Context: an optimization exercise on an open-source flow, tuned for small area and a short achievable clock period. The choices shown serve that exercise and are no tape-out recipe.
Only simulation tests tie the RTL to the original design; equivalence was not proved.

Design cordic, start of the top module:
module cordic (
    input  wire        clk,
    input  wire        rst,
    input  wire        valid_i,
    input  wire signed [16:0] x_i,
    input  wire signed [16:0] y_i,
    output wire        valid_o,
    output wire signed [16:0] x_o,
    output wire signed [16:0] y_o
    );
Size in the first run: about 6000 cells after synthesis, about 580 flip-flops, ~72 I/O pins.
Settings: LEC_CHECK=0, ABC_AREA=1, CAP_MARGIN=20, CORE_MARGIN=2, CORE_UTILIZATION=40, CTS_CLUSTER_DIAMETER=120, CTS_CLUSTER_SIZE=20, GPL_ROUTABILITY_DRIVEN=0, SETUP_SLACK_MARGIN=2.0, SLEW_MARGIN=20; clock period 4.6 ns.
standard.sh (not shown) runs the stock make flow with config.mk's settings and CLKGATE_MAP_FILE= SYNTH_SCRIPT=/design/flow/synth_recipe.tcl, a recipe that flattens the netlist after the stock synthesis.
==> flow/flow/run.sh <==
#!/bin/bash
# The standard layout (standard.sh: ORFS from synthesis to the final layout), with one change:
# ADDER_MAP_FILE is empty, so ORFS's synthesis skips Yosys's full/half adder extraction and abc maps
# the adders' logic like the rest. Everything else, including the registers, is the standard flow.
set -euo pipefail
cd "$(dirname "$0")/.."
export ADDER_MAP_FILE=
bash standard.sh > standard.log 2>&1
The first run passed the timing, design-rule and antenna checks.
Change:
- CTS_CLUSTER_DIAMETER: 120 -> unset
- CTS_CLUSTER_SIZE: 20 -> unset
- GPL_ROUTABILITY_DRIVEN: 0 -> unset
The new run completed with no timing, DRC or antenna violations.
Final cell count climbs slightly.
Setup slack is worse by 0.046 ns.
Die area is unchanged.
Global-route usage grows by 0.42 points.
Flip-flop and latch count does not change.
Change:
==> flow/run.sh (new file) <==
#!/bin/bash
# synth_recipe.tcl (not shown) runs the flow's synth.tcl, then flattens the netlist and writes it again
# the make line also repeats each setting of config.mk as NAME=value (left out here)
make -C /OpenROAD-flow-scripts/flow DESIGN_CONFIG=/design/flow/config.mk WORK_HOME=/design/flow/orfs CLKGATE_MAP_FILE= SYNTH_SCRIPT=/design/flow/synth_recipe.tcl finish
- ABC_AREA: 1 -> unset
- SETUP_SLACK_MARGIN: 2.0 -> 1.5
removed: flow/flow/run.sh
removed: flow/standard.sh
=>
- worst hold slack gets better by 0.035 ns
- sequential cell count does not change
- core utilization goes up by 3.2 points
- via count came out lower by 32%
- maximum frequency drops by 21%
- synthesized cell count decreases by 44%
- global-route usage went down by 1.0 points
- wire length shrinks by 14%
Change:
==> flow/flow/run.sh (new file) <==
#!/bin/bash
# The standard layout (standard.sh: ORFS from synthesis to the final layout), with one change:
# ADDER_MAP_FILE is empty, so ORFS's synthesis skips Yosys's full/half adder extraction and abc maps
# the adders' logic like the rest. Everything else, including the registers, is the standard flow.
set -euo pipefail
cd "$(dirname "$0")/.."
export ADDER_MAP_FILE=
bash standard.sh > standard.log 2>&1
==> flow/standard.sh (new file) <==
#!/bin/bash
# synth_recipe.tcl (not shown) runs the flow's synth.tcl, then flattens the netlist and writes it again
# the make line also repeats each setting of config.mk as NAME=value (left out here)
make -C /OpenROAD-flow-scripts/flow DESIGN_CONFIG=/design/flow/config.mk WORK_HOME=/design/flow/orfs CLKGATE_MAP_FILE= SYNTH_SCRIPT=/design/flow/synth_recipe.tcl "${@:-finish}"
- ABC_AREA: unset -> 1
- CORE_UTILIZATION: 40 -> 55
- SETUP_SLACK_MARGIN: 1.5 -> 2.0
removed: flow/run.sh
Final area hardly moves.
Change:
- CORE_UTILIZATION: 55 -> 40
- CTS_CLUSTER_DIAMETER: unset -> 120
- CTS_CLUSTER_SIZE: unset -> 20
Synthesized area does not change; register-to-register slack got worse by 0.03 ns; worst setup slack improved by 0.13 ns; clock skew goes up by 0.0046 ns; clock-buffer cell count goes down by 38; flip-flop and latch count stays the same; non-clock buffer count goes up by 4; wire length goes down by 2.7%.
Change:
- CTS_CLUSTER_DIAMETER: 120 -> unset
- CTS_CLUSTER_SIZE: 20 -> unset
- SETUP_SLACK_MARGIN: 2.0 -> 2.5
Outcome: The changed run went through all stages and came out clean; maximum frequency rose by a few percent; final cell count rose by a little under a tenth; register-to-register slack improves by 0.11 ns; area after synthesis is unchanged.

[re-timing with driven ports]
Ports are ideal in the flow. The routed layouts listed here were re-timed in OpenROAD.
Step 1 (the two cells are an assumption about what drives the block):
set clk [get_ports {clk}]
set_driving_cell -lib_cell sky130_fd_sc_hd__clkbuf_16 $clk
set_driving_cell -lib_cell sky130_fd_sc_hd__buf_2 [delete_from_list [all_inputs] $clk]
Step 2 moves the port delays by t, midway between the first and last clock arrival at a register: inputs arrive t later, outputs are due t later. That takes back most of the time a late clock gives input paths.
a / b / c = ideal ports / drivers / drivers and shift; a / b = the first two.
run	shift t [ns]	setup slack, ns	hold slack, ns	worst data-port slew with drivers (ns)
the first run	0.623	2.178 / 2.136 / 1.628	0.404 / 0.404 / 0.404	0.04
the second run	0.709	2.132 / 2.065 / 1.544	0.400 / 0.400 / 0.400	0.04
the third run	0.663	1.474 / 1.474 / 1.366	0.435 / 0.435 / 0.435	0.06
the fourth run	0.692	2.051 / 2.089 / 1.397	0.401 / 0.401 / 0.401	0.05
the fifth run	0.623	2.178 / 2.136 / 1.628	0.404 / 0.404 / 0.404	0.04
the sixth run	0.682	2.291 / 2.291 / 1.929	0.399 / 0.394 / 0.399	0.05
After both steps every run listed still meets setup and hold. The setup slack of the fourth run, which loses most, moves by +0.038 ns with the drivers and by -0.654 ns with both steps.
